What follows belongs to an exercise in optimizing a design on an open flow for small area and a short achievable clock period; a production flow would make more cautious choices. Function was checked by simulation only, so behaviour that the tests miss may differ from the original. No driver is modelled on the clock port, so clocking that relies on it looks cheaper here than on a real chip. Power figures rest on the tool's default switching activity, not on a simulated workload.

File: config.mk
export PLATFORM = sky130hd
export DESIGN_NAME = rrc_filter
export DESIGN_NICKNAME = rrc_filter
export VERILOG_FILES = /design/flow/design.v
export SDC_FILE = /design/flow/constraint.sdc
export NUM_CORES = 4
export LEC_CHECK = 0
export ABC_CLOCK_PERIOD_IN_PS = 800
export CAP_MARGIN = 20
export CORE_MARGIN = 2
export CORE_UTILIZATION = 70
export CTS_BUF_LIST = sky130_fd_sc_hd__clkbuf_16
export CTS_CLUSTER_DIAMETER = 80
export CTS_CLUSTER_SIZE = 30
export PLACE_DENSITY = 0.75
export SLEW_MARGIN = 20
export SYNTH_HIERARCHICAL = 1
File: constraint.sdc
create_clock -name core_clock -period 10.5 [get_ports {clk}]
set_input_delay 2.1000 -clock core_clock [delete_from_list [all_inputs] [get_ports {clk}]]
set_output_delay 2.1000 -clock core_clock [all_outputs]
set_load 0.01 [all_outputs]
File: design.v
module rrc_filter #(
	parameter WIDTH = 9
)(
	input logic clk,
	input logic rst,
	input logic signed [WIDTH-1:0] filter_in,
	output logic signed [WIDTH-1:0] filter_out
);
  logic [8:0] sr0, sr1, sr2, sr3, sr4, sr5, sr6, sr7, sr8, sr9, sr10, sr11, sr12, sr13, sr14, sr15, sr16, sr17, sr18, sr19, sr20, sr21, sr22, sr23, sr24, sr25, sr26, sr27;
  always_ff @(posedge clk or posedge rst) begin
    if (rst) begin
      sr0 <= 9'h000;
      sr1 <= 9'h000;
      sr2 <= 9'h000;
      sr3 <= 9'h000;
      sr4 <= 9'h000;
      sr5 <= 9'h000;
      sr6 <= 9'h000;
      sr7 <= 9'h000;
      sr8 <= 9'h000;
      sr9 <= 9'h000;
      sr10 <= 9'h000;
      sr11 <= 9'h000;
      sr12 <= 9'h000;
      sr13 <= 9'h000;
      sr14 <= 9'h000;
      sr15 <= 9'h000;
      sr16 <= 9'h000;
      sr17 <= 9'h000;
      sr18 <= 9'h000;
      sr19 <= 9'h000;
      sr20 <= 9'h000;
      sr21 <= 9'h000;
      sr22 <= 9'h000;
      sr23 <= 9'h000;
      sr24 <= 9'h000;
      sr25 <= 9'h000;
      sr26 <= 9'h000;
      sr27 <= 9'h000;
    end else begin
      sr0 <= filter_in;
      sr1 <= sr0;
      sr2 <= sr1;
      sr3 <= sr2;
      sr4 <= sr3;
      sr5 <= sr4;
      sr6 <= sr5;
      sr7 <= sr6;
      sr8 <= sr7;
      sr9 <= sr8;
      sr10 <= sr9;
      sr11 <= sr10;
      sr12 <= sr11;
      sr13 <= sr12;
      sr14 <= sr13;
      sr15 <= sr14;
      sr16 <= sr15;
      sr17 <= sr16;
      sr18 <= sr17;
      sr19 <= sr18;
      sr20 <= sr19;
      sr21 <= sr20;
      sr22 <= sr21;
      sr23 <= sr22;
      sr24 <= sr23;
      sr25 <= sr24;
      sr26 <= sr25;
      sr27 <= sr26;
    end
  end
  logic [9:0] t0;
  always_ff @(posedge clk or posedge rst) begin
    if (rst) t0 <= 10'd392;
    else t0 <= 10'd392 - {{1{filter_in[8]}}, filter_in};
  end
  logic [9:0] pv0;
  always_ff @(posedge clk or posedge rst) begin
    if (rst) pv0 <= 10'd0;
    else pv0 <= {sr11[8], sr11} + {sr13[8], sr13};
  end
  logic [28:0] cs3;
  logic [34:0] cs2;
  logic [35:0] cs1;
  wire n1 = ~sr26[0];
  wire s2, c3;
  rrc_fa u3 (.a(sr24[0]), .b(sr27[0]), .ci(n1), .s(s2), .co(c3));
  wire s4, c5;
  rrc_fa u5 (.a(sr16[0]), .b(sr18[0]), .ci(sr20[0]), .s(s4), .co(c5));
  wire s6, c7;
  rrc_fa u7 (.a(sr21[0]), .b(sr24[1]), .ci(sr27[1]), .s(s6), .co(c7));
  wire n8 = ~c3;
  wire s9, c10;
  rrc_fa u10 (.a(sr23[0]), .b(sr26[1]), .ci(n8), .s(s9), .co(c10));
  wire n11 = ~s6;
  wire s12, c13;
  rrc_fa u13 (.a(s4), .b(n11), .ci(s9), .s(s12), .co(c13));
  wire s14, c15;
  rrc_fa u15 (.a(sr15[0]), .b(sr16[1]), .ci(sr18[1]), .s(s14), .co(c15));
  wire s16, c17;
  rrc_fa u17 (.a(sr20[1]), .b(sr23[1]), .ci(sr26[2]), .s(s16), .co(c17));
  wire s18, c19;
  rrc_fa u19 (.a(sr21[1]), .b(sr24[2]), .ci(sr27[2]), .s(s18), .co(c19));
  wire n20 = ~c7;
  wire s21, c22;
  rrc_fa u22 (.a(c5), .b(n20), .ci(s14), .s(s21), .co(c22));
  wire n23 = ~s18;
  wire s24, c25;
  rrc_fa u25 (.a(s16), .b(n23), .ci(c10), .s(s24), .co(c25));
  wire s26, c27;
  rrc_fa u27 (.a(s21), .b(c13), .ci(s24), .s(s26), .co(c27));
  wire s28, c29;
  rrc_fa u29 (.a(sr15[1]), .b(sr16[0]), .ci(sr16[2]), .s(s28), .co(c29));
  wire s30, c31;
  rrc_fa u31 (.a(sr17[0]), .b(sr18[2]), .ci(sr20[2]), .s(s30), .co(c31));
  wire s32, c33;
  rrc_fa u33 (.a(sr18[0]), .b(sr21[2]), .ci(sr24[3]), .s(s32), .co(c33));
  wire n34 = ~sr27[3];
  wire s35, c36;
  rrc_fa u36 (.a(sr23[2]), .b(sr26[3]), .ci(n34), .s(s35), .co(c36));
  wire n37 = ~c19;
  wire s38, c39;
  rrc_fa u39 (.a(c15), .b(c17), .ci(n37), .s(s38), .co(c39));
  wire s40, c41;
  rrc_fa u41 (.a(s28), .b(s30), .ci(s35), .s(s40), .co(c41));
  wire n42 = ~s32;
  wire s43, c44;
  rrc_fa u44 (.a(n42), .b(c22), .ci(s38), .s(s43), .co(c44));
  wire s45, c46;
  rrc_fa u46 (.a(s40), .b(c25), .ci(s43), .s(s45), .co(c46));
  wire s47, c48;
  rrc_fa u48 (.a(sr15[2]), .b(sr16[1]), .ci(sr16[3]), .s(s47), .co(c48));
  wire s49, c50;
  rrc_fa u50 (.a(sr17[1]), .b(sr18[3]), .ci(sr20[3]), .s(s49), .co(c50));
  wire s51, c52;
  rrc_fa u52 (.a(sr18[1]), .b(sr21[3]), .ci(sr24[4]), .s(s51), .co(c52));
  wire n53 = ~sr27[4];
  wire s54, c55;
  rrc_fa u55 (.a(sr23[3]), .b(sr26[4]), .ci(n53), .s(s54), .co(c55));
  wire s56, c57;
  rrc_fa u57 (.a(c29), .b(c31), .ci(c36), .s(s56), .co(c57));
  wire s58, c59;
  rrc_fa u59 (.a(s47), .b(s49), .ci(s54), .s(s58), .co(c59));
  wire n60 = ~c39;
  wire s61, c62;
  rrc_fa u62 (.a(c33), .b(s51), .ci(n60), .s(s61), .co(c62));
  wire s63, c64;
  rrc_fa u64 (.a(c41), .b(s56), .ci(s58), .s(s63), .co(c64));
  wire n65 = ~s61;
  wire s66, c67;
  rrc_fa u67 (.a(c44), .b(n65), .ci(s63), .s(s66), .co(c67));
  wire s68, c69;
  rrc_fa u69 (.a(sr15[3]), .b(sr16[2]), .ci(sr16[4]), .s(s68), .co(c69));
  wire s70, c71;
  rrc_fa u71 (.a(sr17[2]), .b(sr18[4]), .ci(sr20[4]), .s(s70), .co(c71));
  wire s72, c73;
  rrc_fa u73 (.a(sr15[0]), .b(sr18[2]), .ci(sr21[4]), .s(s72), .co(c73));
  wire n74 = ~sr24[5];
  wire s75, c76;
  rrc_fa u76 (.a(sr23[4]), .b(sr26[5]), .ci(n74), .s(s75), .co(c76));
  wire s77, c78;
  rrc_fa u78 (.a(c48), .b(c50), .ci(c55), .s(s77), .co(c78));
  wire s79, c80;
  rrc_fa u80 (.a(sr27[5]), .b(c52), .ci(s72), .s(s79), .co(c80));
  wire s81, c82;
  rrc_fa u82 (.a(s68), .b(s70), .ci(s75), .s(s81), .co(c82));
  wire s83, c84;
  rrc_fa u84 (.a(c57), .b(c59), .ci(s77), .s(s83), .co(c84));
  wire n85 = ~s81;
  wire s86, c87;
  rrc_fa u87 (.a(s79), .b(n85), .ci(c62), .s(s86), .co(c87));
  wire n88 = ~s86;
  wire s89, c90;
  rrc_fa u90 (.a(c64), .b(s83), .ci(n88), .s(s89), .co(c90));
  wire s91, c92;
  rrc_fa u92 (.a(sr15[4]), .b(sr16[3]), .ci(sr16[5]), .s(s91), .co(c92));
  wire s93, c94;
  rrc_fa u94 (.a(sr17[3]), .b(sr18[5]), .ci(sr20[5]), .s(s93), .co(c94));
  wire s95, c96;
  rrc_fa u96 (.a(sr15[1]), .b(sr18[3]), .ci(sr21[5]), .s(s95), .co(c96));
  wire n97 = ~sr24[6];
  wire s98, c99;
  rrc_fa u99 (.a(sr23[5]), .b(sr26[6]), .ci(n97), .s(s98), .co(c99));
  wire s100, c101;
  rrc_fa u101 (.a(c69), .b(c71), .ci(c76), .s(s100), .co(c101));
  wire s102, c103;
  rrc_fa u103 (.a(sr27[6]), .b(c73), .ci(s95), .s(s102), .co(c103));
  wire s104, c105;
  rrc_fa u105 (.a(s91), .b(s93), .ci(s98), .s(s104), .co(c105));
  wire s106, c107;
  rrc_fa u107 (.a(c78), .b(c82), .ci(s100), .s(s106), .co(c107));
  wire n108 = ~s104;
  wire s109, c110;
  rrc_fa u110 (.a(c80), .b(s102), .ci(n108), .s(s109), .co(c110));
  wire n111 = ~s109;
  wire s112, c113;
  rrc_fa u113 (.a(c84), .b(s106), .ci(n111), .s(s112), .co(c113));
  wire s114, c115;
  rrc_fa u115 (.a(sr15[5]), .b(sr16[4]), .ci(sr16[6]), .s(s114), .co(c115));
  wire s116, c117;
  rrc_fa u117 (.a(sr17[4]), .b(sr18[6]), .ci(sr20[6]), .s(s116), .co(c117));
  wire s118, c119;
  rrc_fa u119 (.a(sr15[2]), .b(sr18[4]), .ci(sr21[6]), .s(s118), .co(c119));
  wire n120 = ~sr24[7];
  wire s121, c122;
  rrc_fa u122 (.a(sr23[6]), .b(sr26[7]), .ci(n120), .s(s121), .co(c122));
  wire s123, c124;
  rrc_fa u124 (.a(c92), .b(c94), .ci(c99), .s(s123), .co(c124));
  wire s125, c126;
  rrc_fa u126 (.a(sr27[7]), .b(c96), .ci(s118), .s(s125), .co(c126));
  wire s127, c128;
  rrc_fa u128 (.a(s114), .b(s116), .ci(s121), .s(s127), .co(c128));
  wire s129, c130;
  rrc_fa u130 (.a(c101), .b(c105), .ci(s123), .s(s129), .co(c130));
  wire n131 = ~s127;
  wire s132, c133;
  rrc_fa u133 (.a(c103), .b(s125), .ci(n131), .s(s132), .co(c133));
  wire n134 = ~c110;
  wire s135, c136;
  rrc_fa u136 (.a(c107), .b(s129), .ci(n134), .s(s135), .co(c136));
  wire s137, c138;
  rrc_fa u138 (.a(sr15[6]), .b(sr16[5]), .ci(sr16[7]), .s(s137), .co(c138));
  wire s139, c140;
  rrc_fa u140 (.a(sr17[5]), .b(sr18[7]), .ci(sr20[7]), .s(s139), .co(c140));
  wire s141, c142;
  rrc_fa u142 (.a(sr23[7]), .b(sr24[8]), .ci(sr27[8]), .s(s141), .co(c142));
  wire s143, c144;
  rrc_fa u144 (.a(sr15[3]), .b(sr18[5]), .ci(sr21[7]), .s(s143), .co(c144));
  wire s145, c146;
  rrc_fa u146 (.a(c115), .b(c117), .ci(c122), .s(s145), .co(c146));
  wire s147, c148;
  rrc_fa u148 (.a(sr26[8]), .b(c119), .ci(s143), .s(s147), .co(c148));
  wire s149, c150;
  rrc_fa u150 (.a(s137), .b(s139), .ci(s141), .s(s149), .co(c150));
  wire s151, c152;
  rrc_fa u152 (.a(c124), .b(c128), .ci(s145), .s(s151), .co(c152));
  wire n153 = ~s149;
  wire s154, c155;
  rrc_fa u155 (.a(c126), .b(s147), .ci(n153), .s(s154), .co(c155));
  wire n156 = ~c133;
  wire s157, c158;
  rrc_fa u158 (.a(c130), .b(s151), .ci(n156), .s(s157), .co(c158));
  wire s159, c160;
  rrc_fa u160 (.a(sr15[7]), .b(sr16[6]), .ci(sr17[6]), .s(s159), .co(c160));
  wire s161, c162;
  rrc_fa u162 (.a(sr15[4]), .b(sr16[8]), .ci(sr18[6]), .s(s161), .co(c162));
  wire s163, c164;
  rrc_fa u164 (.a(sr18[8]), .b(sr20[8]), .ci(sr23[8]), .s(s163), .co(c164));
  wire s165, c166;
  rrc_fa u166 (.a(sr21[8]), .b(c138), .ci(c140), .s(s165), .co(c166));
  wire n167 = ~c144;
  wire s168, c169;
  rrc_fa u169 (.a(c142), .b(n167), .ci(s159), .s(s168), .co(c169));
  wire n170 = ~c146;
  wire s171, c172;
  rrc_fa u172 (.a(s161), .b(s163), .ci(n170), .s(s171), .co(c172));
  wire n173 = ~c148;
  wire s174, c175;
  rrc_fa u175 (.a(c150), .b(s165), .ci(n173), .s(s174), .co(c175));
  wire n176 = ~s171;
  wire s177, c178;
  rrc_fa u178 (.a(s168), .b(c152), .ci(n176), .s(s177), .co(c178));
  wire n179 = ~c155;
  wire s180, c181;
  rrc_fa u181 (.a(s174), .b(n179), .ci(c158), .s(s180), .co(c181));
  wire s182, c183;
  rrc_fa u183 (.a(sr15[5]), .b(sr15[8]), .ci(sr18[7]), .s(s182), .co(c183));
  wire s184, c185;
  rrc_fa u185 (.a(sr16[7]), .b(sr17[7]), .ci(c160), .s(s184), .co(c185));
  wire s186, c187;
  rrc_fa u187 (.a(c162), .b(c164), .ci(s182), .s(s186), .co(c187));
  wire s188, c189;
  rrc_fa u189 (.a(c166), .b(c169), .ci(s184), .s(s188), .co(c189));
  wire n190 = ~c175;
  wire s191, c192;
  rrc_fa u192 (.a(s186), .b(c172), .ci(n190), .s(s191), .co(c192));
  wire n193 = ~s191;
  wire s194, c195;
  rrc_fa u195 (.a(s188), .b(c178), .ci(n193), .s(s194), .co(c195));
  wire s196, c197;
  rrc_fa u197 (.a(sr15[6]), .b(sr16[8]), .ci(sr17[8]), .s(s196), .co(c197));
  wire n198 = ~sr18[8];
  wire s199, c200;
  rrc_fa u200 (.a(n198), .b(c183), .ci(s196), .s(s199), .co(c200));
  wire n201 = ~c185;
  wire s202, c203;
  rrc_fa u203 (.a(n201), .b(c187), .ci(s199), .s(s202), .co(c203));
  wire n204 = ~c189;
  wire s205, c206;
  rrc_fa u206 (.a(n204), .b(s202), .ci(c192), .s(s205), .co(c206));
  wire s207, c208;
  rrc_fa u208 (.a(sr15[7]), .b(c197), .ci(c200), .s(s207), .co(c208));
  wire s209, c210;
  rrc_fa u210 (.a(cs3[1]), .b(sr11[0]), .ci(sr15[0]), .s(s209), .co(c210));
  wire s211, c212;
  rrc_fa u212 (.a(cs3[2]), .b(sr11[1]), .ci(sr13[0]), .s(s211), .co(c212));
  wire n213 = ~pv0[2];
  wire s214, c215;
  rrc_fa u215 (.a(sr15[1]), .b(n213), .ci(c210), .s(s214), .co(c215));
  wire s216, c217;
  rrc_fa u217 (.a(cs3[3]), .b(cs3[4]), .ci(sr8[0]), .s(s216), .co(c217));
  wire s218, c219;
  rrc_fa u219 (.a(sr11[2]), .b(sr13[1]), .ci(sr15[2]), .s(s218), .co(c219));
  wire n220 = ~pv0[3];
  wire s221, c222;
  rrc_fa u222 (.a(n220), .b(c212), .ci(s216), .s(s221), .co(c222));
  wire s223, c224;
  rrc_fa u224 (.a(s218), .b(c215), .ci(s221), .s(s223), .co(c224));
  wire s225, c226;
  rrc_fa u226 (.a(cs3[5]), .b(cs3[6]), .ci(sr8[1]), .s(s225), .co(c226));
  wire s227, c228;
  rrc_fa u228 (.a(sr11[3]), .b(sr13[2]), .ci(sr15[3]), .s(s227), .co(c228));
  wire s229, c230;
  rrc_fa u230 (.a(sr11[0]), .b(sr15[0]), .ci(pv0[0]), .s(s229), .co(c230));
  wire n231 = ~pv0[4];
  wire s232, c233;
  rrc_fa u233 (.a(n231), .b(c217), .ci(c219), .s(s232), .co(c233));
  wire n234 = ~s229;
  wire s235, c236;
  rrc_fa u236 (.a(s225), .b(s227), .ci(n234), .s(s235), .co(c236));
  wire s237, c238;
  rrc_fa u238 (.a(c222), .b(s232), .ci(s235), .s(s237), .co(c238));
  wire s239, c240;
  rrc_fa u240 (.a(cs3[7]), .b(cs3[8]), .ci(sr8[2]), .s(s239), .co(c240));
  wire s241, c242;
  rrc_fa u242 (.a(sr11[4]), .b(sr13[3]), .ci(sr15[4]), .s(s241), .co(c242));
  wire s243, c244;
  rrc_fa u244 (.a(sr11[1]), .b(sr15[1]), .ci(pv0[1]), .s(s243), .co(c244));
  wire n245 = ~pv0[5];
  wire s246, c247;
  rrc_fa u247 (.a(n245), .b(c226), .ci(c228), .s(s246), .co(c247));
  wire n248 = ~c230;
  wire s249, c250;
  rrc_fa u250 (.a(n248), .b(s239), .ci(s241), .s(s249), .co(c250));
  wire n251 = ~s243;
  wire s252, c253;
  rrc_fa u253 (.a(n251), .b(c233), .ci(s246), .s(s252), .co(c253));
  wire s254, c255;
  rrc_fa u255 (.a(c236), .b(s249), .ci(s252), .s(s254), .co(c255));
  wire s256, c257;
  rrc_fa u257 (.a(cs3[10]), .b(cs3[11]), .ci(sr8[3]), .s(s256), .co(c257));
  wire s258, c259;
  rrc_fa u259 (.a(sr11[5]), .b(sr13[0]), .ci(sr13[4]), .s(s258), .co(c259));
  wire s260, c261;
  rrc_fa u261 (.a(cs3[9]), .b(sr11[2]), .ci(sr15[2]), .s(s260), .co(c261));
  wire n262 = ~sr15[5];
  wire s263, c264;
  rrc_fa u264 (.a(pv0[2]), .b(pv0[6]), .ci(n262), .s(s263), .co(c264));
  wire n265 = ~c244;
  wire s266, c267;
  rrc_fa u267 (.a(c240), .b(c242), .ci(n265), .s(s266), .co(c267));
  wire n268 = ~s260;
  wire s269, c270;
  rrc_fa u270 (.a(s256), .b(s258), .ci(n268), .s(s269), .co(c270));
  wire n271 = ~s263;
  wire s272, c273;
  rrc_fa u273 (.a(n271), .b(c247), .ci(c250), .s(s272), .co(c273));
  wire s274, c275;
  rrc_fa u275 (.a(s266), .b(s269), .ci(c253), .s(s274), .co(c275));
  wire s276, c277;
  rrc_fa u277 (.a(s272), .b(c255), .ci(s274), .s(s276), .co(c277));
  wire s278, c279;
  rrc_fa u279 (.a(cs3[13]), .b(cs3[14]), .ci(sr8[4]), .s(s278), .co(c279));
  wire s280, c281;
  rrc_fa u281 (.a(sr11[6]), .b(sr13[0]), .ci(sr13[1]), .s(s280), .co(c281));
  wire s282, c283;
  rrc_fa u283 (.a(sr13[5]), .b(sr15[6]), .ci(pv0[0]), .s(s282), .co(c283));
  wire s284, c285;
  rrc_fa u285 (.a(cs3[12]), .b(sr11[3]), .ci(sr15[3]), .s(s284), .co(c285));
  wire s286, c287;
  rrc_fa u287 (.a(pv0[3]), .b(pv0[7]), .ci(c261), .s(s286), .co(c287));
  wire n288 = ~c264;
  wire s289, c290;
  rrc_fa u290 (.a(c257), .b(c259), .ci(n288), .s(s289), .co(c290));
  wire s291, c292;
  rrc_fa u292 (.a(s278), .b(s280), .ci(s282), .s(s291), .co(c292));
  wire n293 = ~c267;
  wire s294, c295;
  rrc_fa u295 (.a(s284), .b(s286), .ci(n293), .s(s294), .co(c295));
  wire s296, c297;
  rrc_fa u297 (.a(c270), .b(s289), .ci(s291), .s(s296), .co(c297));
  wire n298 = ~s294;
  wire s299, c300;
  rrc_fa u300 (.a(c273), .b(n298), .ci(s296), .s(s299), .co(c300));
  wire s301, c302;
  rrc_fa u302 (.a(cs3[16]), .b(cs3[17]), .ci(sr8[5]), .s(s301), .co(c302));
  wire s303, c304;
  rrc_fa u304 (.a(sr11[7]), .b(sr13[1]), .ci(sr13[2]), .s(s303), .co(c304));
  wire s305, c306;
  rrc_fa u306 (.a(sr13[6]), .b(sr15[7]), .ci(pv0[1]), .s(s305), .co(c306));
  wire s307, c308;
  rrc_fa u308 (.a(cs3[15]), .b(sr11[4]), .ci(sr15[4]), .s(s307), .co(c308));
  wire s309, c310;
  rrc_fa u310 (.a(pv0[4]), .b(pv0[8]), .ci(c285), .s(s309), .co(c310));
  wire s311, c312;
  rrc_fa u312 (.a(c279), .b(c281), .ci(c283), .s(s311), .co(c312));
  wire s313, c314;
  rrc_fa u314 (.a(s301), .b(s303), .ci(s305), .s(s313), .co(c314));
  wire s315, c316;
  rrc_fa u316 (.a(s307), .b(c287), .ci(s309), .s(s315), .co(c316));
  wire s317, c318;
  rrc_fa u318 (.a(c290), .b(c292), .ci(s311), .s(s317), .co(c318));
  wire n319 = ~s313;
  wire s320, c321;
  rrc_fa u321 (.a(n319), .b(c295), .ci(s315), .s(s320), .co(c321));
  wire s322, c323;
  rrc_fa u323 (.a(c297), .b(s317), .ci(c300), .s(s322), .co(c323));
  wire s324, c325;
  rrc_fa u325 (.a(cs3[18]), .b(cs3[19]), .ci(sr8[6]), .s(s324), .co(c325));
  wire s326, c327;
  rrc_fa u327 (.a(sr13[2]), .b(sr13[3]), .ci(sr13[7]), .s(s326), .co(c327));
  wire s328, c329;
  rrc_fa u329 (.a(sr11[5]), .b(sr11[8]), .ci(sr15[5]), .s(s328), .co(c329));
  wire n330 = ~pv0[2];
  wire s331, c332;
  rrc_fa u332 (.a(sr15[8]), .b(pv0[5]), .ci(n330), .s(s331), .co(c332));
  wire s333, c334;
  rrc_fa u334 (.a(pv0[9]), .b(c302), .ci(c304), .s(s333), .co(c334));
  wire n335 = ~c308;
  wire s336, c337;
  rrc_fa u337 (.a(c306), .b(n335), .ci(s324), .s(s336), .co(c337));
  wire n338 = ~s326;
  wire s339, c340;
  rrc_fa u340 (.a(s328), .b(s331), .ci(n338), .s(s339), .co(c340));
  wire n341 = ~c310;
  wire s342, c343;
  rrc_fa u343 (.a(c312), .b(n341), .ci(c314), .s(s342), .co(c343));
  wire n344 = ~s339;
  wire s345, c346;
  rrc_fa u346 (.a(s333), .b(s336), .ci(n344), .s(s345), .co(c346));
  wire n347 = ~c316;
  wire s348, c349;
  rrc_fa u349 (.a(c318), .b(n347), .ci(s342), .s(s348), .co(c349));
  wire n350 = ~c321;
  wire s351, c352;
  rrc_fa u352 (.a(s345), .b(n350), .ci(s348), .s(s351), .co(c352));
  wire s353, c354;
  rrc_fa u354 (.a(cs3[20]), .b(cs3[21]), .ci(sr8[7]), .s(s353), .co(c354));
  wire s355, c356;
  rrc_fa u356 (.a(sr13[3]), .b(sr13[4]), .ci(pv0[3]), .s(s355), .co(c356));
  wire s357, c358;
  rrc_fa u358 (.a(sr11[6]), .b(sr13[8]), .ci(sr15[6]), .s(s357), .co(c358));
  wire s359, c360;
  rrc_fa u360 (.a(pv0[6]), .b(c329), .ci(c332), .s(s359), .co(c360));
  wire s361, c362;
  rrc_fa u362 (.a(c325), .b(c327), .ci(s353), .s(s361), .co(c362));
  wire n363 = ~s357;
  wire s364, c365;
  rrc_fa u365 (.a(s355), .b(n363), .ci(c334), .s(s364), .co(c365));
  wire n366 = ~c337;
  wire s367, c368;
  rrc_fa u368 (.a(s359), .b(n366), .ci(c340), .s(s367), .co(c368));
  wire s369, c370;
  rrc_fa u370 (.a(s361), .b(c343), .ci(s364), .s(s369), .co(c370));
  wire n371 = ~s367;
  wire s372, c373;
  rrc_fa u373 (.a(c346), .b(n371), .ci(c349), .s(s372), .co(c373));
  wire s374, c375;
  rrc_fa u375 (.a(cs3[22]), .b(sr13[4]), .ci(sr13[5]), .s(s374), .co(c375));
  wire s376, c377;
  rrc_fa u377 (.a(cs3[23]), .b(sr8[8]), .ci(sr11[7]), .s(s376), .co(c377));
  wire n378 = ~pv0[4];
  wire s379, c380;
  rrc_fa u380 (.a(sr15[7]), .b(pv0[7]), .ci(n378), .s(s379), .co(c380));
  wire n381 = ~c358;
  wire s382, c383;
  rrc_fa u383 (.a(c354), .b(c356), .ci(n381), .s(s382), .co(c383));
  wire n384 = ~s374;
  wire s385, c386;
  rrc_fa u386 (.a(s376), .b(s379), .ci(n384), .s(s385), .co(c386));
  wire n387 = ~c360;
  wire s388, c389;
  rrc_fa u389 (.a(n387), .b(c362), .ci(s382), .s(s388), .co(c389));
  wire n390 = ~c365;
  wire s391, c392;
  rrc_fa u392 (.a(s385), .b(n390), .ci(c368), .s(s391), .co(c392));
  wire n393 = ~s391;
  wire s394, c395;
  rrc_fa u395 (.a(s388), .b(c370), .ci(n393), .s(s394), .co(c395));
  wire s396, c397;
  rrc_fa u397 (.a(sr11[8]), .b(sr13[5]), .ci(sr13[6]), .s(s396), .co(c397));
  wire s398, c399;
  rrc_fa u399 (.a(cs3[24]), .b(cs3[25]), .ci(cs3[26]), .s(s398), .co(c399));
  wire n400 = ~pv0[8];
  wire s401, c402;
  rrc_fa u402 (.a(sr15[8]), .b(pv0[5]), .ci(n400), .s(s401), .co(c402));
  wire n403 = ~c375;
  wire s404, c405;
  rrc_fa u405 (.a(c377), .b(c380), .ci(n403), .s(s404), .co(c405));
  wire n406 = ~s398;
  wire s407, c408;
  rrc_fa u408 (.a(s396), .b(s401), .ci(n406), .s(s407), .co(c408));
  wire n409 = ~c383;
  wire s410, c411;
  rrc_fa u411 (.a(n409), .b(c386), .ci(s404), .s(s410), .co(c411));
  wire n412 = ~s410;
  wire s413, c414;
  rrc_fa u414 (.a(s407), .b(c389), .ci(n412), .s(s413), .co(c414));
  wire s415, c416;
  rrc_fa u416 (.a(cs3[27]), .b(sr13[6]), .ci(sr13[7]), .s(s415), .co(c416));
  wire n417 = ~cs3[28];
  wire s418, c419;
  rrc_fa u419 (.a(pv0[6]), .b(pv0[9]), .ci(n417), .s(s418), .co(c419));
  wire n420 = ~c399;
  wire s421, c422;
  rrc_fa u422 (.a(c397), .b(c402), .ci(n420), .s(s421), .co(c422));
  wire n423 = ~c405;
  wire s424, c425;
  rrc_fa u425 (.a(s415), .b(s418), .ci(n423), .s(s424), .co(c425));
  wire s426, c427;
  rrc_fa u427 (.a(c408), .b(s421), .ci(s424), .s(s426), .co(c427));
  wire n428 = ~c411;
  wire s429, c430;
  rrc_fa u430 (.a(n428), .b(s426), .ci(c414), .s(s429), .co(c430));
  wire n431 = ~sr13[8];
  wire s432, c433;
  rrc_fa u433 (.a(sr13[7]), .b(pv0[7]), .ci(n431), .s(s432), .co(c433));
  wire s434, c435;
  rrc_fa u435 (.a(c416), .b(c419), .ci(s432), .s(s434), .co(c435));
  wire s436, c437;
  rrc_fa u437 (.a(c422), .b(s434), .ci(c425), .s(s436), .co(c437));
  wire n438 = ~sr13[8];
  wire s439, c440;
  rrc_fa u440 (.a(pv0[8]), .b(n438), .ci(c433), .s(s439), .co(c440));
  wire s441, c442;
  rrc_fa u442 (.a(c435), .b(s439), .ci(c437), .s(s441), .co(c442));
  wire s443, c444;
  rrc_fa u444 (.a(cs2[0]), .b(cs2[1]), .ci(sr2[0]), .s(s443), .co(c444));
  wire s445, c446;
  rrc_fa u446 (.a(cs2[3]), .b(sr0[1]), .ci(sr3[0]), .s(s445), .co(c446));
  wire s447, c448;
  rrc_fa u448 (.a(sr6[0]), .b(sr8[0]), .ci(sr10[0]), .s(s447), .co(c448));
  wire s449, c450;
  rrc_fa u450 (.a(cs2[2]), .b(sr2[1]), .ci(sr5[0]), .s(s449), .co(c450));
  wire n451 = ~c444;
  wire s452, c453;
  rrc_fa u453 (.a(n451), .b(s445), .ci(s447), .s(s452), .co(c453));
  wire s454, c455;
  rrc_fa u455 (.a(cs2[4]), .b(cs2[5]), .ci(sr0[2]), .s(s454), .co(c455));
  wire s456, c457;
  rrc_fa u457 (.a(sr3[1]), .b(sr6[1]), .ci(sr8[1]), .s(s456), .co(c457));
  wire n458 = ~sr10[1];
  wire s459, c460;
  rrc_fa u460 (.a(sr2[2]), .b(sr5[1]), .ci(n458), .s(s459), .co(c460));
  wire s461, c462;
  rrc_fa u462 (.a(sr11[0]), .b(c446), .ci(c448), .s(s461), .co(c462));
  wire n463 = ~c450;
  wire s464, c465;
  rrc_fa u465 (.a(n463), .b(s454), .ci(s456), .s(s464), .co(c465));
  wire n466 = ~s459;
  wire s467, c468;
  rrc_fa u468 (.a(n466), .b(c453), .ci(s461), .s(s467), .co(c468));
  wire s469, c470;
  rrc_fa u470 (.a(cs2[6]), .b(sr0[3]), .ci(sr3[2]), .s(s469), .co(c470));
  wire s471, c472;
  rrc_fa u472 (.a(sr6[2]), .b(sr8[2]), .ci(sr10[0]), .s(s471), .co(c472));
  wire s473, c474;
  rrc_fa u474 (.a(sr2[3]), .b(sr5[2]), .ci(sr8[0]), .s(s473), .co(c474));
  wire s475, c476;
  rrc_fa u476 (.a(sr10[2]), .b(sr11[1]), .ci(c455), .s(s475), .co(c476));
  wire n477 = ~c460;
  wire s478, c479;
  rrc_fa u479 (.a(c457), .b(n477), .ci(s469), .s(s478), .co(c479));
  wire n480 = ~s473;
  wire s481, c482;
  rrc_fa u482 (.a(s471), .b(n480), .ci(c462), .s(s481), .co(c482));
  wire s483, c484;
  rrc_fa u484 (.a(s475), .b(c465), .ci(s478), .s(s483), .co(c484));
  wire s485, c486;
  rrc_fa u486 (.a(s481), .b(c468), .ci(s483), .s(s485), .co(c486));
  wire s487, c488;
  rrc_fa u488 (.a(cs2[7]), .b(cs2[8]), .ci(sr0[4]), .s(s487), .co(c488));
  wire s489, c490;
  rrc_fa u490 (.a(sr3[3]), .b(sr6[3]), .ci(sr8[3]), .s(s489), .co(c490));
  wire s491, c492;
  rrc_fa u492 (.a(sr10[1]), .b(sr10[3]), .ci(sr11[2]), .s(s491), .co(c492));
  wire s493, c494;
  rrc_fa u494 (.a(sr2[4]), .b(sr5[3]), .ci(sr8[1]), .s(s493), .co(c494));
  wire n495 = ~c474;
  wire s496, c497;
  rrc_fa u497 (.a(c470), .b(c472), .ci(n495), .s(s496), .co(c497));
  wire s498, c499;
  rrc_fa u499 (.a(s487), .b(s489), .ci(s491), .s(s498), .co(c499));
  wire n500 = ~s493;
  wire s501, c502;
  rrc_fa u502 (.a(n500), .b(c476), .ci(c479), .s(s501), .co(c502));
  wire s503, c504;
  rrc_fa u504 (.a(s496), .b(s498), .ci(c482), .s(s503), .co(c504));
  wire s505, c506;
  rrc_fa u506 (.a(c484), .b(s501), .ci(s503), .s(s505), .co(c506));
  wire s507, c508;
  rrc_fa u508 (.a(cs2[9]), .b(cs2[10]), .ci(sr0[5]), .s(s507), .co(c508));
  wire s509, c510;
  rrc_fa u510 (.a(sr3[4]), .b(sr6[4]), .ci(sr8[4]), .s(s509), .co(c510));
  wire s511, c512;
  rrc_fa u512 (.a(sr10[2]), .b(sr10[4]), .ci(sr11[3]), .s(s511), .co(c512));
  wire s513, c514;
  rrc_fa u514 (.a(sr2[5]), .b(sr5[4]), .ci(sr8[2]), .s(s513), .co(c514));
  wire s515, c516;
  rrc_fa u516 (.a(c488), .b(c490), .ci(c492), .s(s515), .co(c516));
  wire s517, c518;
  rrc_fa u518 (.a(sr11[0]), .b(c494), .ci(s513), .s(s517), .co(c518));
  wire s519, c520;
  rrc_fa u520 (.a(s507), .b(s509), .ci(s511), .s(s519), .co(c520));
  wire s521, c522;
  rrc_fa u522 (.a(c497), .b(c499), .ci(s515), .s(s521), .co(c522));
  wire n523 = ~s517;
  wire s524, c525;
  rrc_fa u525 (.a(s519), .b(n523), .ci(c502), .s(s524), .co(c525));
  wire s526, c527;
  rrc_fa u527 (.a(s521), .b(c504), .ci(s524), .s(s526), .co(c527));
  wire s528, c529;
  rrc_fa u529 (.a(cs2[11]), .b(sr0[6]), .ci(sr3[5]), .s(s528), .co(c529));
  wire s530, c531;
  rrc_fa u531 (.a(sr6[5]), .b(sr8[5]), .ci(sr10[3]), .s(s530), .co(c531));
  wire s532, c533;
  rrc_fa u533 (.a(sr2[6]), .b(sr5[5]), .ci(sr8[3]), .s(s532), .co(c533));
  wire n534 = ~sr11[1];
  wire s535, c536;
  rrc_fa u536 (.a(sr10[5]), .b(sr11[4]), .ci(n534), .s(s535), .co(c536));
  wire s537, c538;
  rrc_fa u538 (.a(c508), .b(c510), .ci(c512), .s(s537), .co(c538));
  wire s539, c540;
  rrc_fa u540 (.a(s528), .b(s530), .ci(s535), .s(s539), .co(c540));
  wire n541 = ~c516;
  wire s542, c543;
  rrc_fa u543 (.a(c514), .b(s532), .ci(n541), .s(s542), .co(c543));
  wire n544 = ~c518;
  wire s545, c546;
  rrc_fa u546 (.a(c520), .b(s537), .ci(n544), .s(s545), .co(c546));
  wire n547 = ~s542;
  wire s548, c549;
  rrc_fa u549 (.a(s539), .b(c522), .ci(n547), .s(s548), .co(c549));
  wire s550, c551;
  rrc_fa u551 (.a(s545), .b(c525), .ci(s548), .s(s550), .co(c551));
  wire s552, c553;
  rrc_fa u553 (.a(cs2[12]), .b(cs2[13]), .ci(cs2[14]), .s(s552), .co(c553));
  wire s554, c555;
  rrc_fa u555 (.a(sr0[7]), .b(sr3[6]), .ci(sr6[6]), .s(s554), .co(c555));
  wire s556, c557;
  rrc_fa u557 (.a(sr8[6]), .b(sr10[4]), .ci(sr10[6]), .s(s556), .co(c557));
  wire s558, c559;
  rrc_fa u559 (.a(sr2[7]), .b(sr5[6]), .ci(sr8[4]), .s(s558), .co(c559));
  wire n560 = ~sr11[2];
  wire s561, c562;
  rrc_fa u562 (.a(sr11[5]), .b(n560), .ci(c529), .s(s561), .co(c562));
  wire n563 = ~c533;
  wire s564, c565;
  rrc_fa u565 (.a(c531), .b(c536), .ci(n563), .s(s564), .co(c565));
  wire s566, c567;
  rrc_fa u567 (.a(s552), .b(s554), .ci(s556), .s(s566), .co(c567));
  wire n568 = ~s558;
  wire s569, c570;
  rrc_fa u570 (.a(n568), .b(c538), .ci(s561), .s(s569), .co(c570));
  wire s571, c572;
  rrc_fa u572 (.a(c540), .b(s564), .ci(s566), .s(s571), .co(c572));
  wire n573 = ~c543;
  wire s574, c575;
  rrc_fa u575 (.a(n573), .b(c546), .ci(s569), .s(s574), .co(c575));
  wire s576, c577;
  rrc_fa u577 (.a(s571), .b(c549), .ci(s574), .s(s576), .co(c577));
  wire s578, c579;
  rrc_fa u579 (.a(cs2[16]), .b(sr2[8]), .ci(sr3[7]), .s(s578), .co(c579));
  wire s580, c581;
  rrc_fa u581 (.a(sr6[7]), .b(sr8[7]), .ci(sr10[5]), .s(s580), .co(c581));
  wire s582, c583;
  rrc_fa u583 (.a(cs2[15]), .b(sr0[8]), .ci(sr5[7]), .s(s582), .co(c583));
  wire n584 = ~sr10[7];
  wire s585, c586;
  rrc_fa u586 (.a(sr8[5]), .b(sr11[3]), .ci(n584), .s(s585), .co(c586));
  wire s587, c588;
  rrc_fa u588 (.a(sr11[6]), .b(c553), .ci(c555), .s(s587), .co(c588));
  wire n589 = ~c559;
  wire s590, c591;
  rrc_fa u591 (.a(c557), .b(n589), .ci(s578), .s(s590), .co(c591));
  wire n592 = ~s580;
  wire s593, c594;
  rrc_fa u594 (.a(s582), .b(s585), .ci(n592), .s(s593), .co(c594));
  wire s595, c596;
  rrc_fa u596 (.a(c562), .b(c565), .ci(c567), .s(s595), .co(c596));
  wire n597 = ~s593;
  wire s598, c599;
  rrc_fa u599 (.a(s587), .b(s590), .ci(n597), .s(s598), .co(c599));
  wire s600, c601;
  rrc_fa u601 (.a(c570), .b(c572), .ci(s595), .s(s600), .co(c601));
  wire s602, c603;
  rrc_fa u603 (.a(s598), .b(c575), .ci(s600), .s(s602), .co(c603));
  wire s604, c605;
  rrc_fa u605 (.a(cs2[17]), .b(cs2[18]), .ci(sr5[8]), .s(s604), .co(c605));
  wire s606, c607;
  rrc_fa u607 (.a(sr3[8]), .b(sr6[8]), .ci(sr8[6]), .s(s606), .co(c607));
  wire s608, c609;
  rrc_fa u609 (.a(sr8[8]), .b(sr10[8]), .ci(sr11[4]), .s(s608), .co(c609));
  wire s610, c611;
  rrc_fa u611 (.a(sr10[6]), .b(sr11[7]), .ci(c579), .s(s610), .co(c611));
  wire n612 = ~c581;
  wire s613, c614;
  rrc_fa u614 (.a(c583), .b(c586), .ci(n612), .s(s613), .co(c614));
  wire n615 = ~s604;
  wire s616, c617;
  rrc_fa u617 (.a(s606), .b(s608), .ci(n615), .s(s616), .co(c617));
  wire s618, c619;
  rrc_fa u619 (.a(c588), .b(c591), .ci(s610), .s(s618), .co(c619));
  wire s620, c621;
  rrc_fa u621 (.a(c594), .b(s613), .ci(s616), .s(s620), .co(c621));
  wire s622, c623;
  rrc_fa u623 (.a(c596), .b(s618), .ci(c599), .s(s622), .co(c623));
  wire s624, c625;
  rrc_fa u625 (.a(cs2[19]), .b(cs2[20]), .ci(cs2[21]), .s(s624), .co(c625));
  wire s626, c627;
  rrc_fa u627 (.a(sr8[7]), .b(sr11[5]), .ci(sr11[8]), .s(s626), .co(c627));
  wire n628 = ~c607;
  wire s629, c630;
  rrc_fa u630 (.a(sr10[7]), .b(c605), .ci(n628), .s(s629), .co(c630));
  wire n631 = ~s624;
  wire s632, c633;
  rrc_fa u633 (.a(c609), .b(s626), .ci(n631), .s(s632), .co(c633));
  wire n634 = ~c611;
  wire s635, c636;
  rrc_fa u636 (.a(c614), .b(n634), .ci(c617), .s(s635), .co(c636));
  wire n637 = ~s632;
  wire s638, c639;
  rrc_fa u639 (.a(s629), .b(n637), .ci(c619), .s(s638), .co(c639));
  wire n640 = ~s638;
  wire s641, c642;
  rrc_fa u642 (.a(c621), .b(s635), .ci(n640), .s(s641), .co(c642));
  wire s643, c644;
  rrc_fa u644 (.a(cs2[22]), .b(cs2[23]), .ci(sr8[8]), .s(s643), .co(c644));
  wire s645, c646;
  rrc_fa u646 (.a(sr10[8]), .b(sr11[6]), .ci(c627), .s(s645), .co(c646));
  wire s647, c648;
  rrc_fa u648 (.a(c625), .b(s643), .ci(c630), .s(s647), .co(c648));
  wire s649, c650;
  rrc_fa u650 (.a(s645), .b(c633), .ci(c636), .s(s649), .co(c650));
  wire n651 = ~s649;
  wire s652, c653;
  rrc_fa u653 (.a(s647), .b(c639), .ci(n651), .s(s652), .co(c653));
  wire n654 = ~cs2[24];
  wire s655, c656;
  rrc_fa u656 (.a(cs2[25]), .b(cs2[26]), .ci(n654), .s(s655), .co(c656));
  wire n657 = ~sr11[7];
  wire s658, c659;
  rrc_fa u659 (.a(n657), .b(c644), .ci(s655), .s(s658), .co(c659));
  wire n660 = ~c646;
  wire s661, c662;
  rrc_fa u662 (.a(n660), .b(s658), .ci(c648), .s(s661), .co(c662));
  wire s663, c664;
  rrc_fa u664 (.a(cs2[27]), .b(sr11[8]), .ci(c656), .s(s663), .co(c664));
  wire s665, c666;
  rrc_fa u666 (.a(c659), .b(s663), .ci(c662), .s(s665), .co(c666));
  wire s667, c668;
  rrc_fa u668 (.a(cs2[28]), .b(cs2[29]), .ci(cs2[30]), .s(s667), .co(c668));
  wire n669 = ~cs2[32];
  wire s670, c671;
  rrc_fa u671 (.a(cs2[33]), .b(cs2[34]), .ci(n669), .s(s670), .co(c671));
  wire n672 = ~cs1[1];
  wire n673 = ~cs1[2];
  wire n674 = ~cs1[17];
  wire n675 = ~cs1[22];
  wire n676 = ~cs1[23];
  wire n677 = ~cs1[25];
  wire s678, c679;
  rrc_ha u679 (.a(cs1[18]), .b(cs1[19]), .s(s678), .co(c679));
  wire s680, c681;
  rrc_ha u681 (.a(cs1[20]), .b(t0[9]), .s(s680), .co(c681));
  wire s682, c683;
  rrc_fa1 u683 (.a(cs1[21]), .b(n675), .s(s682), .co(c683));
  wire n684 = ~cs1[29];
  wire s685, c686;
  rrc_ha u686 (.a(cs1[0]), .b(t0[0]), .s(s685), .co(c686));
  wire s687, c688;
  rrc_fa u688 (.a(cs1[3]), .b(t0[1]), .ci(n673), .s(s687), .co(c688));
  wire s689, c690;
  rrc_fa u690 (.a(cs1[4]), .b(cs1[5]), .ci(t0[2]), .s(s689), .co(c690));
  wire s691, c692;
  rrc_ha u692 (.a(cs1[6]), .b(t0[3]), .s(s691), .co(c692));
  wire s693, c694;
  rrc_fa u694 (.a(cs1[7]), .b(cs1[8]), .ci(t0[4]), .s(s693), .co(c694));
  wire s695, c696;
  rrc_fa u696 (.a(cs1[9]), .b(cs1[10]), .ci(t0[5]), .s(s695), .co(c696));
  wire s697, c698;
  rrc_fa u698 (.a(cs1[11]), .b(cs1[12]), .ci(t0[6]), .s(s697), .co(c698));
  wire s699, c700;
  rrc_fa u700 (.a(cs1[13]), .b(cs1[14]), .ci(t0[7]), .s(s699), .co(c700));
  wire s701, c702;
  rrc_fa u702 (.a(cs1[15]), .b(cs1[16]), .ci(t0[8]), .s(s701), .co(c702));
  wire s703, c704;
  rrc_fa u704 (.a(n674), .b(s678), .ci(s680), .s(s703), .co(c704));
  wire s705, c706;
  rrc_fa u706 (.a(c679), .b(c681), .ci(s682), .s(s705), .co(c706));
  wire s707, c708;
  rrc_fa u708 (.a(cs1[24]), .b(n676), .ci(c683), .s(s707), .co(c708));
  wire s709, c710;
  rrc_fa u710 (.a(cs1[26]), .b(cs1[27]), .ci(n677), .s(s709), .co(c710));
  wire n711 = ~cs1[28];
  wire s712, c713;
  rrc_fa u713 (.a(cs1[30]), .b(cs1[31]), .ci(n684), .s(s712), .co(c713));
  wire s714, c715;
  rrc_fa u715 (.a(cs1[32]), .b(cs1[33]), .ci(cs1[29]), .s(s714), .co(c715));
  wire n716 = ~cs1[34];
  always_ff @(posedge clk or posedge rst) begin
    if (rst) cs3 <= 29'b00001100101101100010110011101;
    else cs3 <= {c208, sr15[8], c206, s207, c203, s205, c195, s194, c181, s180, s177, s157, c136, s154, s135, c113, s132, c90, s112, c87, s89, c67, s66, c46, s45, c27, s26, s12, s2};
  end
  always_ff @(posedge clk or posedge rst) begin
    if (rst) cs2 <= 35'b10001000101001100101100000101110001;
    else cs2 <= {c442, c440, pv0[9], s441, c430, s436, c427, s429, c395, s413, c392, s394, c373, s372, c352, s369, s351, c323, s322, s320, c277, s299, c275, s276, s254, c238, s237, c224, s223, s214, s211, s209, pv0[1], pv0[0], cs3[0]};
  end
  always_ff @(posedge clk or posedge rst) begin
    if (rst) cs1 <= 36'b100000111100100001010111010010011010;
    else cs1 <= {c671, s670, c668, cs2[31], c666, c664, s667, s665, c653, s661, c650, s652, c642, s641, c623, c603, s622, c601, s620, s602, c577, s576, c551, s550, c527, s526, c506, s505, c486, s485, s467, s464, s452, s449, s443, sr0[0]};
  end
  wire [18:0] fa_ = {1'b1, cs1[35], n716, s714, s712, n711, s709, s707, s705, s703, s701, s699, s697, s695, s693, s691, s689, s687, n672};
  wire [18:0] fb_ = {1'b0, cs1[34], c715, c713, cs1[28], c710, c708, c706, c704, c702, c700, c698, c696, c694, c692, c690, c688, c686, s685};
  wire [18:0] sum_ = fa_ + fb_;
  wire ovf_ = (sum_[18] != sum_[16]) || (sum_[17] != sum_[16]);
  wire [8:0] y_ = ovf_ ? (sum_[18] ? 9'h100 : 9'h0ff) : sum_[16:8];
  always_ff @(posedge clk or posedge rst) begin
    if (rst) filter_out <= 9'd0;
    else filter_out <= y_;
  end
endmodule
module rrc_fa (input logic a, input logic b, input logic ci, output logic s, output logic co);
  assign s = a ^ b ^ ci;
  assign co = (a & b) | (a & ci) | (b & ci);
endmodule
module rrc_carry8 (input logic [7:0] a, input logic [7:0] b, output logic co);
  wire [8:0] t = {1'b0, a} + {1'b0, b};
  assign co = t[8];
endmodule
module rrc_hsat (input logic [10:0] a, input logic [10:0] b, input logic ci, output logic [8:0] y);
  wire [11:0] t2 = {a, ci} + {b, ci};
  wire [10:0] t = t2[11:1];
  wire ovf = (t[10] != t[8]) || (t[9] != t[8]);
  assign y = ovf ? (t[10] ? 9'h100 : 9'h0ff) : t[8:0];
endmodule
module rrc_fa1 (input logic a, input logic b, output logic s, output logic co);
  assign s = ~(a ^ b);
  assign co = a | b;
endmodule
module rrc_ha (input logic a, input logic b, output logic s, output logic co);
  assign s = a ^ b;
  assign co = a & b;
endmodule
File: flow/run.sh
#!/bin/bash
# Own layout flow: the standard ORFS flow (standard.sh, unchanged synthesis), with
#  - timing repair aimed below the design's period (SETUP_SLACK_MARGIN; the SDC is unchanged),
#  - port buffers of a normal buffer cell rather than the smallest one,
#  - after CTS, the clock port drives the tree's second level directly (flow/flatten_clock_root.tcl).
# Each step's full log is kept by ORFS under orfs/logs/; make's own output goes to flow.log.
set -uo pipefail
here=$(pwd)
bash standard.sh SETUP_SLACK_MARGIN=7.45 "BUFFER_PORTS_ARGS=-buffer_cell sky130_fd_sc_hd__buf_2" \
  "POST_CTS_TCL=$here/flow/flatten_clock_root.tcl" finish > flow.log 2>&1
File: flow/flatten_clock_root.tcl
set block [ord::get_db_block]
set clknet [$block findNet clk]
set roots {}
foreach it [$clknet getITerms] {
  if {[$it isInputSignal]} { lappend roots [$it getInst] }
}
puts "flatten_clock_root: clock port feeds [llength $roots] cell(s)"
if {[llength $roots] == 1} {
  set root [lindex $roots 0]
  set master [[$root getMaster] getName]
  set out {}
  foreach it [$root getITerms] {
    if {[$it isOutputSignal]} { set out [$it getNet] }
  }
  set loads {}
  foreach it [$out getITerms] {
    if {[$it isInputSignal]} { lappend loads $it }
  }
  puts "flatten_clock_root: root [$root getName] ($master) drives [llength $loads] cell(s)"
  if {[llength $loads] <= 4 && [llength $loads] > 0} {
    foreach it $loads {
      set inst [$it getInst]
      set pin [$it getMTerm]
      set pname "[$inst getName]/[$pin getName]"
      disconnect_pin [$out getName] $pname
      connect_pin clk $pname
    }
    set rname [$root getName]
    set oname [$out getName]
    delete_instance $rname
    delete_net $oname
    puts "flatten_clock_root: removed $rname"
    estimate_parasitics -placement
    report_clock_latency
  }
}
File: standard.sh
#!/bin/bash
# synth_recipe.tcl (not shown) runs the flow's synth.tcl, then flattens the netlist and writes it again
# the make line also repeats each setting of config.mk as NAME=value (left out here)
make -C /OpenROAD-flow-scripts/flow DESIGN_CONFIG=/design/flow/config.mk WORK_HOME=/design/flow/orfs CLKGATE_MAP_FILE= SYNTH_SCRIPT=/design/flow/synth_recipe.tcl "${@:-finish}"
==> metrics.csv, run 1 <==
metric,value,unit
run status,timing/DRC/antenna clean,
Boundary Pins,20,
wire per inst,21.63,µm
share of cells above drive strength 1,0.1691,
Final Hold Fails,0,
clk slew on worst S/H paths,110,ps
CP Launch Type,flip-flop,
CP Launch Point,cs2[14],
antenna cells,0,
remaining routing DRC violations,0,
Die Wd,160.9,µm
Crit Path Category,flip-flop to flip-flop,
final wirelength,29.52,mm
DR vias/cell,5.401,
Power Dens Cells,320.9,nW/µm²
min-delay src,sr12[2],
setup TNS after final layout,0,ps
core area,24250,µm²
final count of pins violating max slew,0,
final hold slack,343.1,ps
clk sink count,378,
antenna violations before repair,0,
internal power,3.600,mW
CP Max Fanout,1,
WP data arrival,3330,ps
starting density of the core,0.7104,
post-synthesis net count,1306,
Clk pwr share,0.117,
maximum vdd drop,0.0003176,V
fmax,332.6,MHz
worst hold path type,flip-flop to flip-flop,
synthesis-stage register bit count,378,
cell row count,57,
switch share,0.3972,
slew margin rel.,0.5060,
DPL Wire Length,21.86,mm
Post-Synth Simple-Gate Area,0.01315,
syn_area_per_cell,17.81,µm²
Reg area,9552,µm²
Post-Synth Adder-Cell Area,0.3673,
total global-route track usage,0.2502,
Worst Reg2Reg Path Length in Cells,5,
post-synthesis instance area,17230,µm²
die height,160.9,µm
largest family of logic cells by synthesized area,adder cells,
Final GP Congestion,0.9016,
total of max-cap violations,0,
sequential share of the synthesized area,0.5526,
die area,25880,µm²
first-pass GRT wire length,48.52,mm
vias in the first global route,9009,
post-synth top area cell,dfrtp_1,
Iteration-0 DRC Markers,497,
fin nets,1371,
Compound-Gate Fraction of Synth Area,0.02666,
Yosys top cell area share,0.4809,
area delta synth->final,8.056,%
RSZ-0062 raised after global routing,true,
final setup vio count,0,
mux share of post-synthesis cell area,0.0005811,
Post-Synth XOR/XNOR Area,0.01162,
Psw,2.372,mW
TritonCTS clock tree,built,
DR pass1 iterations,4,
Hold Path Depth,0,
largest net degree at the start of global routing,97,
area of the multi-input gates,7325,µm²
Sequential Power Share,0.343,
CP required,10830,ps
# port buffers,19,
Worst-Skew Late Latency,390,ps
Worst Tran Pin Value,741.0,ps
synth unique cells,45,
synthesized instance count,967,
Routed Antenna Nets,0,
cells taking the most area after synthesis,"dfrtp_1 (48%), fa_1 (34%), dfstp_2 (7.2%)",
Setup Skew,17.15,ps
r2r startpoint,cs2[14],
Crit. End Element,flip-flop,
Final Cycle Share,0.2864,
Lkg Pwr,8.193,nW
Fillers,1341,
total congestion overflow,0,
Comb pwr share,0.541,
post-route minimum period,3007,ps
flop2flop setup slack,7490,ps
Synth warnings,7,
via count,7373,
-- final cells by class --
cell class / count / share of cell area
repair inverters: 1 / 0.0002689
clock inverters: 10 / 0.002286
inverters: 128 / 0.02601
repair buffers: 48 / 0.02144
multi-input cells: 460 / 0.3935
flip-flops and latches: 378 / 0.5132
clock buffers: 16 / 0.02151
well taps: 324 / 0.02178
-- per-layer routing --
metal	GRT usage	share of wire
met1	0.3671	0.43
met2	0.4259	0.52
met3	0.02608	0.027
met4	0.05479	0.022
met5	0	0
-- layout by cell type, fill, tap and decap left out, types with 3 or more instances in the layout --
cell type and n:
a21o_1 3, a21oi_1 10, a21oi_2 5, buf_2 19, buf_4 24, clkbuf_16 17, dfrtp_1 304, dfrtp_2 27
dfstp_2 47, fa_1 290, fa_2 6, ha_1 28, inv_1 130, inv_2 3, nand2_1 18, nand3_1 8
nor2_1 10, nor3_1 4, o21ai_0 7, o21ai_1 9, o21bai_1 3, xnor2_1 10, xor2_1 11
-- critical path, stage by stage (launching register included) --
cell     delay (ps)
dfstp_2         540
fa_1            440
fa_1            510
fa_1            410
fa_1            520
fa_1            520
-- synthesized netlist by cell type, drive strengths merged --
| cell type | count |
|---|---|
| inv | 128 |
| o31ai | 2 |
| a21oi | 17 |
| o221ai | 1 |
| nor2b | 2 |
| fa | 296 |
| o21a | 2 |
| or3 | 1 |
| nor3 | 4 |
| mux2i | 1 |
| xnor2 | 10 |
| nand4 | 1 |
| o211ai | 2 |
| nor2 | 10 |
| a221oi | 2 |
| ha | 32 |
| nand2b | 1 |
| o21ai | 17 |
| and4 | 1 |
| a21o | 3 |
| a31oi | 4 |
| dfrtp | 331 |
| a211oi | 3 |
| a31o | 2 |
| or4 | 1 |
| and3 | 1 |
| nand3 | 8 |
| dfstp | 47 |
| o41ai | 1 |
| o21bai | 3 |
| nand2 | 18 |
| nand3b | 1 |
| buf | 1 |
| a21boi | 1 |
| xor2 | 12 |
-- final timing paths --
path | end
worst max-delay path | cs1[16]
worst min-delay path | sr13[2]
worst max register to register | cs1[16]
worst min register to register | sr13[2]
max in group asynchronous | sr27[0]
min in group asynchronous | sr18[8]
-- per-module statistics from Yosys (local to each module, per instance) --
module	cell area, µm²	times used	cells
rrc_filter	11240	1	663
rrc_fa1	27.53	1	5
rrc_fa	20.02	295	1
rrc_ha	12.51	4	1
-- flip-flops by register name, summed over array words and instances, names as in the netlist, 10 cells and up --
register  cells
cs2          35
cs3          29
cs1          35
pv0          10
-- logic make-up after synthesis --
group | Yosys count
compound gates | 60
xor+xnor | 22
fa+ha+maj | 328
buf+inv | 129
flops | 378
mux | 1
simple gates | 49
-- metrics by stage --
step / instance area [µm²] / power (mW) / utilization / cells / worst slack, ps
global placement: 17760 / 4.971 / 0.7324 / 1312 / 6205
floorplan: 17230 / 4.318 / - / 967 / 3360
finish: 18610 / 5.972 / 0.7676 / 1365 / 7493
detailed placement: 17760 / 5.140 / 0.7324 / 1312 / 6119
global route: 18610 / 6.587 / 0.7676 / 1365 / 7354
-- power by group through the flow --
stage | Sequential, mW | Clock [mW] | Combinational, mW
6_report | 2.05 | 0.697 | 3.23
5_1_grt | 2.08 | 0.775 | 3.73
3_5_place_dp | 2.09 | 0 | 3.05
3_3_place_gp | 2.08 | 0 | 2.90
2_1_floorplan | 2.04 | 0 | 2.28
==> run 2, diff against run 1 <==
--- a/config.mk
+++ b/config.mk
@@ -9,9 +9,9 @@
 export CAP_MARGIN = 20
 export CORE_MARGIN = 2
-export CORE_UTILIZATION = 70
+export CORE_UTILIZATION = 80
 export CTS_BUF_LIST = sky130_fd_sc_hd__clkbuf_16
 export CTS_CLUSTER_DIAMETER = 80
 export CTS_CLUSTER_SIZE = 30
-export PLACE_DENSITY = 0.75
+export PLACE_DENSITY = 0.85
 export SLEW_MARGIN = 20
 export SYNTH_HIERARCHICAL = 1
==> run 2 against run 1 <==
Compared with the run above:
- non-clock buffer count grew 11
- flip-flop and latch count did not move
- fmax fell by 2.6%
- largest power group unchanged
==> metrics.csv, run 2 <==
metric,value,unit,change
run status,timing/DRC/antenna clean,,unchanged
synth unique cells,45,,unchanged
largest registers,"cs1 x35, cs2 x35, cs3 x29",,unchanged
core area,21090,µm²,was 24250 µm²
fmax,324.0,MHz,was 332.6 MHz
Iteration-0 DRC Markers,534,,was 497
post-synthesis instance area,17230,µm²,unchanged
Setup Skew,22.40,ps,was 17.15 ps
largest net degree at the start of global routing,93,,was 97
CP Launch Type,flip-flop,,unchanged
Crit. End Element,flip-flop,,unchanged
WP data arrival,3350,ps,was 3330 ps
final count of pins violating max slew,0,,unchanged
Crit Path Category,flip-flop to flip-flop,,unchanged
clk slew on worst S/H paths,120,ps,was 110 ps
vias in the first global route,9101,,was 9009
Worst Reg2Reg Path Length in Cells,6,,was 5
Yosys top cell area share,0.4809,,unchanged
synthesized instance count,967,,unchanged
wire per inst,25.73,µm,was 21.63 µm
Final Cycle Share,0.2940,,was 0.2864
maximum vdd drop,0.0002630,V,was 0.0003176 V
antenna violations before repair,0,,unchanged
slew margin rel.,0.4769,,was 0.5060
via count,7786,,was 7373
"commonest non-fill, non-tap cells in the layout","dfrtp_1 (299), fa_1 (284), inv_1 (131)",,"was dfrtp_1 (304), fa_1 (290), inv_1 (130)"
DR pass1 iterations,5,,was 4
DR vias/cell,5.867,,was 5.401
cell row count,53,,was 57
Final GP Congestion,0.9418,,was 0.9016
CP Max Fanout,5,,was 1
antenna cells,0,,unchanged
CP required,10760,ps,was 10830 ps
Routed Antenna Nets,0,,unchanged
post-route minimum period,3087,ps,was 3007 ps
total congestion overflow,0,,unchanged
Post-synth top cells,"dfrtp_1 (331), fa_1 (296), inv_1 (128)",,unchanged
sequential share of the synthesized area,0.5526,,unchanged
total of max-cap violations,0,,unchanged
final setup vio count,0,,unchanged
clk sink count,378,,unchanged
final worst slack,7413,ps,was 7493 ps
first-pass GRT wire length,50.37,mm,was 48.52 mm
Lkg Pwr,8.254,nW,was 8.193 nW
flop2flop setup slack,7410,ps,was 7490 ps
worst hold path type,flip-flop to flip-flop,,unchanged
Power Dens Cells,337.4,nW/µm²,was 320.9 nW/µm²
final wirelength,34.15,mm,was 29.52 mm
ys flop type,dfrtp_1,,unchanged
"commonest non-fill, non-tap cell in the layout",dfrtp_1,,unchanged
cells taking the most area after synthesis,"dfrtp_1 (48%), fa_1 (34%), dfstp_2 (7.2%)",,unchanged
TritonCTS clock tree,built,,unchanged
starting density of the core,0.8168,,was 0.7104
die height,150.7,µm,was 160.9 µm
RSZ-0062 raised after global routing,true,,unchanged
Synth async-reset ratio,1.000,,unchanged
fin nets,1382,,was 1371
r2r startpoint,sr11[2],,was cs2[14]
R2R Path End,cs2[11],,was cs1[16]
area delta synth->final,8.412,%,was 8.056%
Worst Tran Pin Value,784.6,ps,was 741.0 ps
synthesis-stage register bit count,378,,unchanged
Tot Pwr,6.300,mW,was 5.972 mW
post-synth top area cell,dfrtp_1,,unchanged
share of cells above drive strength 1,0.1892,,was 0.1691
total global-route track usage,0.3087,,was 0.2502
DPL Wire Length,22.63,mm,was 21.86 mm
Critical Path End,cs2[11],,was cs1[16]
Final Hold Fails,0,,unchanged
"count leader, synth",dfrtp_1,,unchanged
remaining routing DRC violations,0,,unchanged
pre-CTS WS,6065,ps,was 6119 ps
die area,22720,µm²,was 25880 µm²
CP Launch Point,sr11[2],,was cs2[14]
syn_area_per_cell,17.81,µm²,unchanged
post-synthesis net count,1306,,unchanged
setup TNS after final layout,0,ps,unchanged
Die Wd,150.7,µm,was 160.9 µm
Boundary Pins,20,,unchanged
# port buffers,19,,unchanged
"EDFF count, synth",0,,unchanged
Worst-Skew Late Latency,380,ps,was 390 ps
Synth warnings,7,,unchanged
-- run 2: Yosys stat by module (local to each module, per instance) --
| module | flops+latches | times used |
|---|---|---|
| rrc_filter | 378 | 1 |
| rrc_fa1 | 0 | 1 |
| rrc_fa | 0 | 295 |
| rrc_ha | 0 | 4 |
-- run 2: per-stage QoR --
| step | hold WS [ps] | util | cell area (µm²) | std cells |
|---|---|---|---|---|
| after global placement | 331.0 | 0.8393 | 17700 | 1263 |
| after detailed placement | 334.7 | 0.8393 | 17700 | 1263 |
| after floorplan | 331.2 | - | 17230 | 967 |
| final | 350.5 | 0.8855 | 18670 | 1327 |
| after global routing | 357.1 | 0.8855 | 18670 | 1327 |
-- run 2: final cells by class --
class	count	area, µm²
multi-input cells	460	7351
repair buffers	59	481.7
clock inverters	10	50.05
well taps	275	344.1
repair inverters	1	5.005
fillers	753	2414
clock buffers	16	400.4
flip-flops and latches	378	9558
inverters	128	484.2
-- run 2: report_power, final --
part / internal [mW] / leakage (nW) / switching, mW / total [mW]
logic: 1.56 / 3.68 / 1.97 / 3.53
registers: 1.87 / 4.32 / 0.192 / 2.06
clock network: 0.284 / 0.252 / 0.424 / 0.708
-- run 2: per-layer routing --
layer | track usage | wire, µm | vias up
li1 | - | - | 3095
met1 | 0.4442 | 13220 | 4373
met2 | 0.5282 | 18460 | 241
met3 | 0.04394 | 1463 | 77
met4 | 0.06682 | 1006 | 0
met5 | 0 | 0 | -
-- run 2: cells by family after synthesis --
| family | count (synthesis) | synth area share |
|---|---|---|
| xor+xnor | 22 | 0.01162 |
| mux | 1 | 0.0005811 |
| simple gates | 49 | 0.01315 |
| fa+ha+maj | 328 | 0.3673 |
| flops | 378 | 0.5526 |
| buf+inv | 129 | 0.02818 |
| compound gates | 60 | 0.02666 |
-- run 2: critical path, cell delays in order (launching register included) --
cell,delay [ps]
dfrtp_2,490
buf_4,170
fa_1,450
fa_1,420
fa_1,510
fa_1,430
fa_1,490
-- run 2: how the worst min path moves through the flow --
stage               slack, ps  endpoint  cells past startpoint     from
floorplan                 330   cs1[32]                      0  cs2[31]
detailed placement        330   sr10[0]                      0   sr9[0]
finish                    350   sr10[7]                      0   sr9[7]
global placement          330   sr10[3]                      0   sr9[3]
global route              360   sr10[7]                      0   sr9[7]

[separate check: timing with driven ports]
The flow's constraints put no driver on any port. The routed layouts listed below were extracted and timed again, unchanged, in two steps. Step 1 sets driving cells, clkbuf_16 on the clock port and buf_2 on the other inputs (assumed; they add their load-dependent delay and slew). Step 2 adds t to the input delays and takes it off the output delays; t is the mean of the earliest and latest rising clock arrival at the registers after step 1. Input paths then give back, and output paths get back, about the clock's delay inside the block. Slacks: ideal ports / drivers / drivers and shift; pairs: ideal ports / drivers.
| run | shift t [ns] | setup WS [ns] | hold slack, ns | clock arrival spread, ns |
|---|---|---|---|---|
| run 1 | 0.443 | 7.493 / 7.448 / 7.147 | 0.343 / 0.343 / 0.343 | 0.018 / 0.018 |
| run 2 | 0.435 | 7.413 / 7.413 / 7.192 | 0.350 / 0.350 / 0.350 | 0.022 / 0.023 |
After both steps every run listed still meets setup and hold. The setup slack of run 1, which loses most, moves by -0.045 ns with the drivers and by -0.346 ns with both steps.
